This is an optimization exercise on Yosys and OpenROAD, whose aim is small area and a short achievable clock period, not a production implementation.
Only simulation tests tie the RTL to the original design; equivalence was not proved.
No activity file was given, so power comes from the tool's default toggle rates.

==> flow/design.v, too long to show whole: its modules and the start of the top module <==
// module tv80_reg: 41 lines
// module tv80_alu: 356 lines
// module tv80_mcode: 2185 lines
// module tv80_core: 1158 lines
// module cpu_z80: 64 lines
module cpu_z80(
	input CLK,
	input nRESET,
	input wire [7:0] DATA_IN,
	output wire [7:0] DATA_OUT,
	output [15:0] ADDRESS,
	output reg nIORQ, nMREQ,
	output reg nRD, nWR,
	input nINT, nNMI
);
  // ...
==> flow/run.sh <==
#!/bin/bash
# synth_recipe.tcl (not shown) runs the flow's synth.tcl, then flattens the netlist and writes it again
# the make line also repeats each setting of config.mk as NAME=value (left out here)
make -C /OpenROAD-flow-scripts/flow DESIGN_CONFIG=/design/flow/config.mk WORK_HOME=/design/flow/orfs CLKGATE_MAP_FILE= SYNTH_SCRIPT=/design/flow/synth_recipe.tcl finish
==> flow/config.mk <==
export PLATFORM = sky130hd
export DESIGN_NAME = cpu_z80
export DESIGN_NICKNAME = cpu_z80
export VERILOG_FILES = /design/flow/design.v
export SDC_FILE = /design/flow/constraint.sdc
export NUM_CORES = 4
export LEC_CHECK = 0
export CAP_MARGIN = 30
export CORE_MARGIN = 2
export CORE_UTILIZATION = 40
export SLEW_MARGIN = 30
==> flow/constraint.sdc <==
create_clock -name core_clock -period 11.0 [get_ports {CLK}]
set_input_delay 2.2000 -clock core_clock [delete_from_list [all_inputs] [get_ports {CLK}]]
set_output_delay 2.2000 -clock core_clock [all_outputs]
set_load 0.01 [all_outputs]
==> summary.md, run 1 <==
| Metric | Value |
|---|---|
| Num CTS Buffers | 42 |
| Synth async-reset ratio | 48.73% |
| Final non-clock buffer share | 4.811% |
| Hold_buf cts | 0 |
| Post-synth top cells | nand2_1, nor2_1, a21oi_1 |
| Int Pwr | 2.245 mW |
| WL final | 189,400 um |
| CTS Buffer Depth | 3 |
| Vias in the first global route | 35,320 |
| Critical path arrival | 9290 ps |
| Biggest regs | TV80.i_reg.RegsH x64, TV80.i_reg.RegsL x64 |
| Total GRT Usage | 42.25% |
| N_taps | 1,134 |
| Critical Path End Type | flip-flop |
| IO Port Bufs | 39 |
| Layout Nets | 4,390 |
| DP Worst Slack | 2262 ps |
| Cell Rows | 106 |
| Final estimated routing congestion in global placement | 1.104 |
| Synth Instances | 4,349 |
| Sequential-to-total area share from yosys stat | 27.59% |
| Critical-path cell list | buf_4 > nand2_1 > nor3_1 > a211o_1 > nor4_4 > a221oi_1 > a2bb2oi_1 > nand2_1 > nand2_1 > nor2_1 > a22oi_1 > o22ai_1 > a21oi_1 > inv_1 > ha_1 > nand4_1 > nand2_1 > o2111ai_1 > nand3_1 > a2111oi_0 > nor3_1 > o21a_1 > o21ai_0 |
| Worst Max-Slew Pin Slew | 1174 ps |
| Crit path from | TV80.IR[0] |
| Largest net degree at the start of global routing | 80 |
| Clock-cell share | 3.932% |
| Status | complete, no violations |
| Post-synthesis compound-gate area fraction | 28.42% |
| Most common library cell in the layout ignoring fill and taps | nand2_1 |
| WL met1 | 74,750 um |
| Tmin final | 9009 ps |
| CP required | 11,280 ps |
| Core Area | 83,690 sq um |
| Peak supply drop | 103.3 uV |
| GR peak layer | met2 |
| Setup Viol. Count Final | 0 |
| Placed cells | 5,357 |
| Hold slack | 481.8 ps |
| Largest family of logic cells by synthesized area | compound AO/OA/AOI/OAI gates |
| Share of the synthesized area in the top cell type | 11.46% |
| # DRC | 0 |
| Post-synth EDFFs | 129 |
| Pwr Total | 2.918 mW |
==> run 2, diff against run 1 <==
--- a/flow/config.mk
+++ b/flow/config.mk
@@ -5,6 +5,7 @@
 export SDC_FILE = /design/flow/constraint.sdc
 export NUM_CORES = 4
 export LEC_CHECK = 0
+export ABC_AREA = 1
 export CAP_MARGIN = 30
 export CORE_MARGIN = 2
 export CORE_UTILIZATION = 40
==> run 2 against run 1 <==
  * Sequential power about the same
  * Routed wire length grew 6.0%
  * Worst hold slack better by 6.4 ps
  * Final area is 2.2% lower
  * Non-clock buffer count decreased by 92
  * Global-route usage up 3.4 points
  * Setup slack better by 23 ps
  * Sequential share of layout area increased by 0.53 points
  * Final cell count increased by 14%
  * Die area shrank 1.4%
==> summary.md, run 2 <==
| Metric | Value |
|---|---|
| Largest cells by area after synthesis | nand2_1, edfxtp_1, dfrtp_1 (was edfxtp_1, dfrtp_1, a21oi_1) |
| Critical Path End Type | flip-flop (unchanged) |
| Global route overflow | 0 (unchanged) |
| Die Y-Extent | 292.6 um (was 294.7 um) |
| I/O pins | 40 (unchanged) |
| Crit path max-delay cell type | nand2_1 (was nor3_1) |
| Post-DRT Antenna Nets | 0 (unchanged) |
| Full die area | 85,600 sq um (was 86,850 sq um) |
| Via-to-Cell Ratio | 6.618 (was 7.106) |
| Sequential-to-total area share from yosys stat | 28.00% (was 27.59%) |
| CTS tree | done (unchanged) |
| Post-CTS sizing | 0 (unchanged) |
| Worst hold path depth | 2 (unchanged) |
| YS warnings | 5 (unchanged) |
| Initial core utilization | 40.50% (was 40.39%) |
| Root Buffer | clkbuf_16 (unchanged) |
| Vias | 41,170 (was 38,670) |
| First-pass GRT wire length | 284,100 um (was 265,500 um) |
| DRT iter0 DRCs | 6,589 (was 6,314) |
| WL final | 200,700 um (was 189,400 um) |
| CP required | 11,310 ps (was 11,280 ps) |
| Yosys reg bits | 355 (unchanged) |
| Worst Skew | 49.13 ps (was 52.65 ps) |
| Pwr/cell area | 80.16 nW/um^2 (was 78.18 nW/um^2) |
| Initial antenna violation count | 12 (was 14) |
| Post-route cell area | 36,510 sq um (was 37,320 sq um) |
| Hold Crit Class | flip-flop to flip-flop (unchanged) |
| Setup Viol. Count Final | 0 (unchanged) |
| Tmin final | 8986 ps (was 9009 ps) |
| CTS Buffer Depth | 3 (unchanged) |
| Layout Nets | 5,232 (was 4,390) |
| Dominant cell type by area after synthesis | nand2_1 (was edfxtp_1) |
| # DRC | 0 (unchanged) |
| Clk sinks | 355 (unchanged) |
| Worst stage delay on the critical path | 640 ps (was 790 ps) |
| Cell Count, Final, Fillers Out | 6,221 (was 5,442) |
| Period utilization | 81.69% (was 81.90%) |
| Worst-path clk slew | 60 ps (about the same) |
| Biggest regs | TV80.i_reg.RegsH x64, TV80.i_reg.RegsL x64 (unchanged) |
| Distinct cells, synth | 80 (was 109) |
| Worst Max-Slew Pin Slew | 1124 ps (was 1174 ps) |
| Status | complete, no violations (unchanged) |
| CTS H-Tree Depth | 2 (unchanged) |
| # Max-Cap Violations | 0 (unchanged) |
| Final estimated routing congestion in global placement | 1.065 (was 1.104) |
| Post-synth top flop | edfxtp_1 (unchanged) |
| Setup CP Type | flip-flop to flip-flop (unchanged) |
| Placed cells | 6,132 (was 5,357) |
| Skew-Pair Late Insertion Delay | 640 ps (was 630 ps) |
| Crit path launch type | flip-flop (unchanged) |
| DR pass1 iterations | 7 (was 9) |
| Fillers | 8,739 (was 8,374) |
| Hold_buf cts | 0 (unchanged) |
| Netlist Area Pre-Place | 33,310 sq um (was 33,800 sq um) |
| Net Count, Synth | 5,272 (was 4,471) |
| RR Startpoint | TV80.IR[4] (was TV80.IR[0]) |
| Min-delay src | TV80.A[3] (was TV80.Ap[5]) |
| Slew headroom | 25.06% (was 21.07%) |
| Synth async-reset ratio | 48.73% (unchanged) |
| Post-CTS setup buffer count | 0 (unchanged) |
| Cell Rows | 105 (was 106) |
| R2R cell count | 30 (was 23) |
| Total GRT Usage | 45.66% (was 42.25%) |
| Slew Limit Fails | 0 (unchanged) |
| Post-synth top cells | nand2_1, inv_1, nor2_1 (was nand2_1, nor2_1, a21oi_1) |
| IO Port Bufs | 39 (unchanged) |
| CP most frequent cell | nand2_1 (unchanged) |
| Share of the synthesized area in the top cell type | 12.10% (was 11.46%) |
| Most common library cell in the layout ignoring fill and taps | nand2_1 (unchanged) |
| R2R Setup Slk | 2010 ps (was 1990 ps) |
| Area growth syn-to-layout | 9.593% (was 10.42%) |
| Endpoints failing hold | 0 (unchanged) |
| Leak | 16.29 nW (was 14.19 nW) |
| Synth Instances | 5,150 (was 4,349) |
| Share of cells above drive strength 1 | 7.402% (was 12.02%) |
| Critical path arrival | 9290 ps (about the same) |
| Peak supply drop | 137.1 uV (was 103.3 uV) |
| Vias in the first global route | 38,390 (was 35,320) |
| Syn_area_per_cell | 6.468 sq um (was 7.772 sq um) |
| Setup TNS | 0 ps (unchanged) |
| Die X | 292.6 um (was 294.7 um) |
| Max frequency | 111.3 MHz (was 111.0 MHz) |
| Dpl hpwl | 157,800 um (was 142,400 um) |
| Post-synth EDFFs | 129 (unchanged) |
| Largest net degree at the start of global routing | 88 (was 80) |
| Post-DR wirelength/cell | 32.26 um (was 34.80 um) |
| RSZ-0062 raised after global routing | false (unchanged) |
| Commonest non-fill, non-tap cells in the layout | nand2_1, inv_1, nor2_1, o21ai_0, a21oi_1 (was nand2_1, nor2_1, a21oi_1, o21ai_0, buf_4) |
| FF-to-FF End | TV80.i_reg.RegsH[5][5] (unchanged) |
| CP Max Fanout | 23 (was 44) |
| Num CTS Buffers | 45 (was 42) |
| Worst Hold End | TV80.A[3] (was TV80.Ap[5]) |
| Post-DP Area | 35,000 sq um (was 35,800 sq um) |
| Core Area | 82,240 sq um (was 83,690 sq um) |
| Count leader, synth | nand2_1 (unchanged) |
==> run 2: cell count changes after synthesis, sizes merged, moves of 73 or more <==
cell    previous run  this run
nand2            471      1104
inv              134       632
o21ai            321       541
nand3            141       315
nor2             458       608
mux2i            140         3
clkbuf           274       178
o211ai            46       119
==> run 2: report_power, final <==
| part | total, mW | switching, mW | internal [mW] | leakage (nW) |
|---|---|---|---|---|
| combinational | 0.0243 | 0.0199 | 0.00443 | 11.9 |
| clock | 1.54 | 0.691 | 0.849 | 0.711 |
| sequential | 1.36 | 0.000182 | 1.36 | 3.73 |
==> run 2: per-stage QoR <==
stage	hold slack (ps)	worst slack, ps	util, %	total power [mW]
floorplan	434.0	5563	-	1.389
global placement	468.9	2409	42.47	1.412
detailed placement	477.9	2440	42.55	1.412
CTS	493.2	2432	44.35	2.925
global route	504.5	1564	44.38	2.975
finish	488.2	2014	44.39	2.926
==> run 2: area by class of cell <==
type,count,area [sq um],area share [%]
multi-input cells,3924,20790,56.96
diodes,4,10.01,0.02742
flip-flops and latches,355,9328,25.55
inverters,650,2442,6.690
clock inverters,27,294.0,0.8054
repair buffers,134,1117,3.061
well taps,1070,1339,3.667
clock buffers,57,1181,3.235
==> run 2: cell families after synthesis <==
group | after synthesis | synth area share [%]
AOI/OAI and AO/OA | 1439 | 26.05
xor gates and xnor gates | 78 | 2.051
adders and majority gates | 110 | 4.312
buffers and inverters | 871 | 9.991
DFF | 355 | 28.00
muxes | 4 | 0.1240
and+or+nand+nor | 2293 | 29.47
==> run 2: worst max path at each step <==
stage,start,to,slack [ps],cells after the start
after floorplan,TV80.IR[7],TV80.SP[14],5560,33
after global placement,TV80.IR[4],TV80.i_reg.RegsH[3][6],2410,33
after detailed placement,TV80.IR[4],TV80.i_reg.RegsH[5][5],2440,30
after CTS,TV80.IR[4],TV80.i_reg.RegsH[0][5],2430,30
after global routing,TV80.IR[4],TV80.i_reg.RegsH[7][6],1560,32
final,TV80.IR[4],TV80.i_reg.RegsH[5][5],2010,30
==> run 2: layer usage <==
metal / GRT usage [%] / vias to the layer above / routed length (um)
met5: 0 / - / 82
met4: 26.14 / 12 / 13800
met3: 13.42 / 690 / 26190
met2: 67.51 / 3146 / 83450
met1: 59.22 / 19580 / 77180
li1: - / 17740 / -
==> run 2: critical path: cells and delay by family (launching register included) <==
family,cells,cell delay (ps)
AOI/OAI and AO/OA,7,1960
buffers and inverters,5,940
and+or+nand+nor,17,4700
DFF,1,620
adders and majority gates,1,390
==> run 3, diff against run 2 <==
--- a/flow/config.mk
+++ b/flow/config.mk
@@ -5,8 +5,8 @@
 export SDC_FILE = /design/flow/constraint.sdc
 export NUM_CORES = 4
 export LEC_CHECK = 0
-export ABC_AREA = 1
 export CAP_MARGIN = 30
 export CORE_MARGIN = 2
 export CORE_UTILIZATION = 40
+export SETUP_SLACK_MARGIN = 3
 export SLEW_MARGIN = 30
==> run 3 against run 2 <==
  * Clock skew up 4.5 ps
  * Sequential cell count unchanged
  * Largest power group unchanged
  * Worst hold slack worse by 6.8 ps
  * Global-route usage fell by 3.3 points
  * Still clean
==> summary.md, run 3 <==
| Metric | Value |
|---|---|
| Post-synth EDFFs | 129 (unchanged) |
| Setup TNS | 0 ps (unchanged) |
| Most common library cell in the layout ignoring fill and taps | nand2_1 (unchanged) |
| Slew Limit Fails | 0 (unchanged) |
| Count leader, synth | nand2_1 (unchanged) |
| Via-to-Cell Ratio | 7.134 (was 6.618) |
| Post-synth top flop | edfxtp_1 (unchanged) |
| Netlist Area Pre-Place | 33,800 sq um (was 33,310 sq um) |
| Slew headroom | 26.75% (was 25.06%) |
| WL final | 190,100 um (was 200,700 um) |
| Worst setup margin | 3001 ps (was 2014 ps) |
| Worst Max-Slew Pin Slew | 1089 ps (was 1124 ps) |
| DRT iter0 DRCs | 6,509 (was 6,589) |
| Hold slack | 481.4 ps (was 488.2 ps) |
| Initial antenna violation count | 14 (was 12) |
| Yosys reg bits | 355 (unchanged) |
| Peak supply drop | 103.3 uV (was 137.1 uV) |
| Synth async-reset ratio | 48.73% (unchanged) |
| Worst-path clk slew | 70 ps (was 60 ps) |
| Worst Skew | 53.66 ps (was 49.13 ps) |
| Pwr/cell area | 77.72 nW/um^2 (was 80.16 nW/um^2) |
| Post-DRT Antenna Nets | 0 (unchanged) |
| Layout Nets | 4,397 (was 5,232) |
| Critical Path End Type | flip-flop (unchanged) |
| # Max-Cap Violations | 0 (unchanged) |
| Root Buffer | clkbuf_16 (unchanged) |
| Final estimated routing congestion in global placement | 1.104 (was 1.065) |
| Leak | 14.26 nW (was 16.29 nW) |
| YS warnings | 5 (unchanged) |
| Clk sinks | 355 (unchanged) |
| Largest cells by area after synthesis | edfxtp_1, dfrtp_1, a21oi_1 (was nand2_1, edfxtp_1, dfrtp_1) |
| First-pass GRT wire length | 266,200 um (was 284,100 um) |
| CTS tree | done (unchanged) |
| IO Port Bufs | 39 (unchanged) |
| Distinct cells, synth | 109 (was 80) |
| Period utilization | 72.71% (was 81.69%) |
| Largest net degree at the start of global routing | 80 (was 88) |
| Max frequency | 125.0 MHz (was 111.3 MHz) |
| Syn_area_per_cell | 7.772 sq um (was 6.468 sq um) |
| Post-DR wirelength/cell | 34.90 um (was 32.26 um) |
| Setup Viol. Count Final | 0 (unchanged) |
| Synth Instances | 4,349 (was 5,150) |
| CTS H-Tree Depth | 2 (unchanged) |
| Commonest non-fill, non-tap cells in the layout | nand2_1, nor2_1, a21oi_1, o21ai_0, buf_4 (was nand2_1, inv_1, nor2_1, o21ai_0, a21oi_1) |
| Hold Crit Class | flip-flop to flip-flop (unchanged) |
| Share of cells above drive strength 1 | 12.65% (was 7.402%) |
| Die X | 294.7 um (was 292.6 um) |
| Global route overflow | 0 (unchanged) |
| I/O pins | 40 (unchanged) |
| CTS Buffer Depth | 3 (unchanged) |
| Cell Rows | 106 (was 105) |
| Net Count, Synth | 4,471 (was 5,272) |
| Vias in the first global route | 35,310 (was 38,390) |
| Endpoints failing hold | 0 (unchanged) |
| Tmin final | 7999 ps (was 8986 ps) |
| DR pass1 iterations | 10 (was 7) |
| Initial core utilization | 40.39% (was 40.50%) |
| Sequential-to-total area share from yosys stat | 27.59% (was 28.00%) |
| Area growth syn-to-layout | 11.12% (was 9.593%) |
| Biggest regs | TV80.i_reg.RegsH x64, TV80.i_reg.RegsL x64 (unchanged) |
| Share of the synthesized area in the top cell type | 11.46% (was 12.10%) |
| Status | complete, no violations (unchanged) |
| Crit path launch type | flip-flop (unchanged) |
| Dominant cell type by area after synthesis | edfxtp_1 (was nand2_1) |
| CP required | 11,510 ps (was 11,310 ps) |
| CP Max Fanout | 27 (was 23) |
| Critical path arrival | 8510 ps (was 9290 ps) |
| Vias | 38,860 (was 41,170) |
| Core Area | 83,690 sq um (was 82,240 sq um) |
| # DRC | 0 (unchanged) |
| Setup CP Type | flip-flop to flip-flop (unchanged) |
| Post-synth top cells | nand2_1, nor2_1, a21oi_1 (was nand2_1, inv_1, nor2_1) |
| Num CTS Buffers | 42 (was 45) |
| Dpl hpwl | 142,400 um (was 157,800 um) |
| Die Y-Extent | 294.7 um (was 292.6 um) |
| RSZ-0062 raised after global routing | false (unchanged) |
| Skew-Pair Late Insertion Delay | 630 ps (was 640 ps) |
| Full die area | 86,850 sq um (was 85,600 sq um) |
| Total GRT Usage | 42.36% (was 45.66%) |
| DP Worst Slack | 2262 ps (was 2440 ps) |
| Fillers | 8,358 (was 8,739) |
run 3: cell types whose count changed in the layout (fill, tap and decap cells not counted), sizes merged, moves of 47 or more:
| cell | delta |
|---|---|
| nor2b | +57 |
| nor2 | -150 |
| nand2 | -633 |
| xnor2 | +58 |
| and3 | +47 |
| o211ai | -73 |
| nand3 | -174 |
| o21ai | -220 |
| buf | +98 |
| inv | -501 |
| a211oi | +69 |
| mux2i | +137 |
run 3: logic make-up after synthesis:
logic type	share of synthesized area (%)
flip-flops	27.59
AO/OA/AOI/OAI	28.42
AND/OR/NAND/NOR	23.13
XOR/XNOR	2.695
adder cells (fa/ha/maj)	4.249
buffers and inverters	5.800
multiplexers	8.114
run 3: metrics by stage:
step                util (%)  cell area [sq um]  power, mW  std cells
floorplan                  -              33800      1.389       4349
global placement       42.67              35710      1.413       5356
detailed placement     42.77              35800      1.413       5357
CTS                    44.61              37330      2.925       5435
global route           44.87              37550      2.977       5443
finish                 44.88              37560      2.919       5448
run 3: power by group:
| part | switching (mW) | internal [mW] |
|---|---|---|
| logic | 0.0200 | 0.00487 |
| clock network | 0.654 | 0.879 |
| registers | 0.000216 | 1.36 |
run 3: per-layer routing:
metal  global-route usage [%]  vias up  part of all wire [%]
li1                         -    16210                     -
met1                    56.95    18790                    39
met2                    59.86     3173                    40
met3                    15.86      687                    15
met4                    19.00       10                   5.7
met5                        0        -                 0.036
run 3: repair_timing:
| action | in CTS | in global routing |
|---|---|---|
| endpoints found under the setup margin | 94 | 110 |
| hold buffers | 0 | 0 |
| setup buffers | 0 | 7 |
| hold endpoints to repair | 0 | 0 |
| resized for setup | 15 | 25 |
| pin swaps | 1 | 4 |
| cloned | 1 | 0 |
run 3: area by class of cell:
class	instances	area [sq um]	share of cell area [%]
Clock inverter	27	355.3	0.9460
Sequential cell	355	9348	24.89
Clock buffer	50	1112	2.961
Multi-Input combinational cell	3507	22900	60.98
Timing Repair Buffer	232	1888	5.026
Tap cell	1134	1419	3.777
Antenna cell	6	15.01	0.03997
Inverter	137	520.5	1.386
run 3: worst paths after layout:
kind / from / to / slack (ps) / cells past startpoint
worst min-delay path: TV80.Ap[5] / TV80.Ap[5] / 480 / 2
min in group asynchronous: nRESET / TV80.INT_s / 1610 / 1
worst min register to register: TV80.Ap[5] / TV80.Ap[5] / 480 / 2
worst max-delay path: TV80.IR[2] / TV80.BusB[1] / 3000 / 19
worst max register to register: TV80.IR[2] / TV80.BusB[1] / 3000 / 19
max in group asynchronous: nRESET / TV80.dout[4] / 7960 / 2
run 3: critical path, cell delays in order (launching register included):
cell and delay [ps]:
dfrtp_2 690, buf_4 420, and4b_1 390, a311o_1 410, nor4_1 630, o2111ai_1 440
nor3_1 290, buf_4 270, o21ai_0 280, a21oi_1 220, o21ai_0 120, a311o_1 520
a21boi_0 210, inv_1 190, and2_1 700, nor2b_1 830, a221oi_1 390, a32oi_1 250
o21ai_0 380, nand3_1 240
==> run 4, diff against run 3 <==
--- a/flow/config.mk
+++ b/flow/config.mk
@@ -8,5 +8,5 @@
 export CAP_MARGIN = 30
 export CORE_MARGIN = 2
 export CORE_UTILIZATION = 40
-export SETUP_SLACK_MARGIN = 3
+export SETUP_SLACK_MARGIN = 5
 export SLEW_MARGIN = 30
==> run 4 against run 3 <==
  * Still clean on timing, DRC and antenna
  * Clock skew down 23 ps
  * Global-route usage rose by 4.6 points
  * Final cell count is 3.9% higher
  * Clock power barely moved
  * Worst hold slack improved by 5.7 ps
  * Synthesized cell count stayed put
  * Area after synthesis unchanged
  * First-iteration DRC count increased by 6.5%
  * Utilization increased by 4.8 points
  * Sequential power barely moved
  * Clock-buffer cell count grew 7
  * Register-to-register slack gained 1600 ps
  * Critical path type unchanged
  * Largest cell class unchanged
==> summary.md, run 4 <==
| Metric | Value |
|---|---|
| Status | complete, no violations (unchanged) |
| Dominant cell type by area after synthesis | edfxtp_1 (unchanged) |
| Post-synth top cells | nand2_1, nor2_1, a21oi_1 (unchanged) |
| Peak supply drop | 127.4 uV (was 103.3 uV) |
| Synth Instances | 4,349 (unchanged) |
| First-pass GRT wire length | 290,100 um (was 266,200 um) |
| Most common library cell in the layout ignoring fill and taps | nand2_1 (unchanged) |
| Crit path max-delay cell type | or4_4 (was nor2b_1) |
| Commonest non-fill, non-tap cells in the layout | nand2_1, nor2_1, a21oi_1, buf_4, o21ai_0 (was nand2_1, nor2_1, a21oi_1, o21ai_0, buf_4) |
| Cell Rows | 106 (unchanged) |
| Worst stage delay on the critical path | 640 ps (was 830 ps) |
| Share of the synthesized area in the top cell type | 11.46% (unchanged) |
| Largest net degree at the start of global routing | 69 (was 80) |
| Setup TNS | 0 ps (unchanged) |
| Critical path arrival | 6750 ps (was 8510 ps) |
| Worst Skew | 30.26 ps (was 53.66 ps) |
| Num CTS Buffers | 45 (was 42) |
| NetSw | 0.6868 mW (was 0.6743 mW) |
| Die X | 294.7 um (unchanged) |
| Full die area | 86,850 sq um (unchanged) |
| Global route overflow | 0 (unchanged) |
| Initial antenna violation count | 15 (was 14) |
| CP required | 11,320 ps (was 11,510 ps) |
| Post-synth EDFFs | 129 (unchanged) |
| Distinct cells, synth | 109 (unchanged) |
| Total GRT Usage | 46.93% (was 42.36%) |
| DR pass1 iterations | 10 (unchanged) |
| Setup Viol. Count Final | 0 (unchanged) |
| Critical Path End Type | flip-flop (unchanged) |
| Area growth syn-to-layout | 23.03% (was 11.12%) |
| Net Count, Synth | 4,471 (unchanged) |
| Sequential share of power | 46.4% (was 46.7%) |
| Pwr/cell area | 70.62 nW/um^2 (was 77.72 nW/um^2) |
| Synth async-reset ratio | 48.73% (unchanged) |
| Layout Nets | 4,600 (was 4,397) |
| Share of cells above drive strength 1 | 22.77% (was 12.65%) |
| Clock share of power | 52.8% (was 52.5%) |
| Sw frac | 23.38% (was 23.10%) |
| WL met1 | 83,230 um (was 74,730 um) |
| # DRC | 0 (unchanged) |
| Worst-path clk slew | 70 ps (about the same) |
| Max layer used | met5 (unchanged) |
| Yosys reg bits | 355 (unchanged) |
| WL final | 211,200 um (was 190,100 um) |
| CTS Buffer Depth | 3 (unchanged) |
| IO Port Bufs | 39 (unchanged) |
| Setup CP Type | flip-flop to flip-flop (unchanged) |
| Vias in the first global route | 36,860 (was 35,310) |
| Via-to-Cell Ratio | 7.186 (was 7.134) |
| Crit path launch type | flip-flop (unchanged) |
| Dpl hpwl | 152,900 um (was 142,400 um) |
| R2R Setup Slk | 4570 ps (was 3000 ps) |
| Root Buffer | clkbuf_16 (unchanged) |
| WL met2 | 81,520 um (was 76,430 um) |
| Count leader, synth | nand2_1 (unchanged) |
| Sequential-to-total area share from yosys stat | 27.59% (unchanged) |
| CTS tree | done (unchanged) |
| Gate power share | 0.8% (was 0.9%) |
| Slew headroom | 17.22% (was 26.75%) |
| CP most frequent cell | buf_6 (was o21ai_0) |
| Hold slack | 487.1 ps (was 481.4 ps) |
| Post-synth top flop | edfxtp_1 (unchanged) |
| Int Pwr | 2.250 mW (was 2.245 mW) |
| Leak | 16.05 nW (was 14.26 nW) |
| CP Max Fanout | 8 (was 27) |
| CTS H-Tree Depth | 2 (unchanged) |
| Initial core utilization | 40.39% (unchanged) |
| Hold Crit Class | flip-flop to flip-flop (unchanged) |
| # Max-Cap Violations | 0 (unchanged) |
| Final estimated routing congestion in global placement | 1.052 (was 1.104) |
| Tmin final | 6433 ps (was 7999 ps) |
| RSZ-0062 raised after global routing | true (was false) |
| Endpoints failing hold | 0 (unchanged) |
| DRT iter0 DRCs | 6,933 (was 6,509) |
| Slew Limit Fails | 0 (unchanged) |
| CP bufs+invs | 6 (was 3) |
| Post-DR wirelength/cell | 37.33 um (was 34.90 um) |
| Largest cells by area after synthesis | edfxtp_1, dfrtp_1, a21oi_1 (unchanged) |
| Met3 Wirelength | 33,010 um (was 28,120 um) |
| Crit path max-delay family | compound AO/OA/AOI/OAI gates (unchanged) |
| Die Y-Extent | 294.7 um (unchanged) |
| Post-DRT Antenna Nets | 0 (unchanged) |
| Syn_area_per_cell | 7.772 sq um (unchanged) |
| Core Area | 83,690 sq um (unchanged) |
| Worst Max-Slew Pin Slew | 1234 ps (was 1089 ps) |
| Period utilization | 58.48% (was 72.71%) |
| YS warnings | 5 (unchanged) |
| Max frequency | 155.4 MHz (was 125.0 MHz) |
| Clk sinks | 355 (unchanged) |
| Netlist Area Pre-Place | 33,800 sq um (unchanged) |
| Biggest regs | TV80.i_reg.RegsH x64, TV80.i_reg.RegsL x64 (unchanged) |
| Vias | 40,660 (was 38,860) |
| Skew-Pair Late Insertion Delay | 620 ps (was 630 ps) |
| I/O pins | 40 (unchanged) |
-- run 4: power by group through the flow --
| stage | sequential [mW] | combinational, mW | clock (mW) |
|---|---|---|---|
| after floorplan | 1.39 | 0.00169 | 0 |
| after global placement | 1.39 | 0.0244 | 0 |
| after detailed placement | 1.39 | 0.0244 | 0 |
| after CTS | 1.36 | 0.0246 | 1.56 |
| after global routing | 1.36 | 0.0261 | 1.61 |
| final | 1.36 | 0.0240 | 1.55 |
-- run 4: final cells by class --
type | instances | area, sq um
sequential | 355 | 9365
timing repair buffer | 431 | 4001
clock buffer | 57 | 1244
antenna | 10 | 25.02
multi-input combinational | 3508 | 24730
tap | 1134 | 1419
fill | 8119 | 42100
inverter | 137 | 526.8
clock inverter | 26 | 275.3
-- run 4: timing repair --
item / 4_1_cts / 5_1_grt
hold endpoints to repair: 0 / 0
gates cloned: 7 / 4
hold buffers: 0 / 0
buffers inserted: 155 / 48
endpoints found under the setup margin: 343 / 194
gates resized for setup: 304 / 181
pin swaps: 77 / 70
-- run 4: kinds of logic (layout without fill, tap and decap cells) --
group / Yosys count / count (layout) / share of synthesized area [%]
and+or+nand+nor: 1610 / 1612 / 23.13
AOI/OAI and AO/OA: 1460 / 1460 / 28.42
buffers and inverters: 488 / 651 / 5.800
DFF: 355 / 355 / 27.59
muxes: 222 / 222 / 8.114
adders and majority gates: 110 / 110 / 4.249
xor gates and xnor gates: 104 / 104 / 2.695
other: 0 / 10 / 0
-- run 4: path summary, 6_finish.rpt --
| kind | from | endpoint | depth (start not counted) |
|---|---|---|---|
| setup / recovery | TV80.IR[1] | TV80.i_reg.RegsH[0][6] | 27 |
| setup reg to reg | TV80.IR[1] | TV80.i_reg.RegsH[0][6] | 27 |
| hold reg to reg | TV80.Pre_XY_F_M[2] | TV80.Pre_XY_F_M[2] | 2 |
| max in group asynchronous | nRESET | TV80.IR[1] | 2 |
| hold / removal | TV80.Pre_XY_F_M[2] | TV80.Pre_XY_F_M[2] | 2 |
| min in group asynchronous | nRESET | TV80.Auto_Wait_t1 | 1 |
-- run 4: metrics by stage --
stage / std cells / power (mW) / setup slack (ps) / util [%] / instance area [sq um]
floorplan: 4349 / 1.389 / 5001 / - / 34030
global placement: 5348 / 1.413 / 2770 / 42.81 / 35830
detailed placement: 5349 / 1.413 / 2684 / 42.95 / 35940
CTS: 5594 / 2.942 / 4778 / 48.04 / 40200
global route: 5648 / 2.994 / 4469 / 49.67 / 41560
finish: 5658 / 2.937 / 4567 / 49.70 / 41590
-- run 4: worst reg2reg max path: cells and delay by family (launching register included) --
family	cells	cell delay [ps]
DFF	1	470
buffers and inverters	6	840
and+or+nand+nor	7	1680
adders and majority gates	1	260
AOI/OAI and AO/OA	13	2910
-- run 4: routing by layer --
layer,GRT usage (%),vias to the layer above
met5,0,-
met4,22.22,16
met3,20.25,806
met2,63.73,3448
met1,63.10,19740
li1,-,16650

static timing again, ports no longer ideal:
The flow's constraints put no driver on any port. The routed layouts listed below were extracted and timed again, unchanged, in two steps.
Step 1: set_driving_cell puts a clkbuf_16 on CLK and a buf_2 on each other input, an assumption about the parent block.
Step 2 times the ports against the registers' clock, not the clock port: input delays grow and output delays shrink by t, the midpoint of the rising clock arrivals with the driver on.
Three values: ideal, step 1, step 2; two values: the first two.
run | shift t [ns] | slack for setup (ns) | worst setup path after step 2
run 1 | 0.672 | 1.991 / 1.991 / 1.991 | register to register
run 2 | 0.686 | 2.014 / 2.014 / 2.014 | register to register
run 3 | 0.670 | 3.001 / 3.001 / 3.001 | register to register
run 4 | 0.667 | 4.567 / 4.567 / 4.567 | register to register
After both steps setup and hold are still met in every run listed.
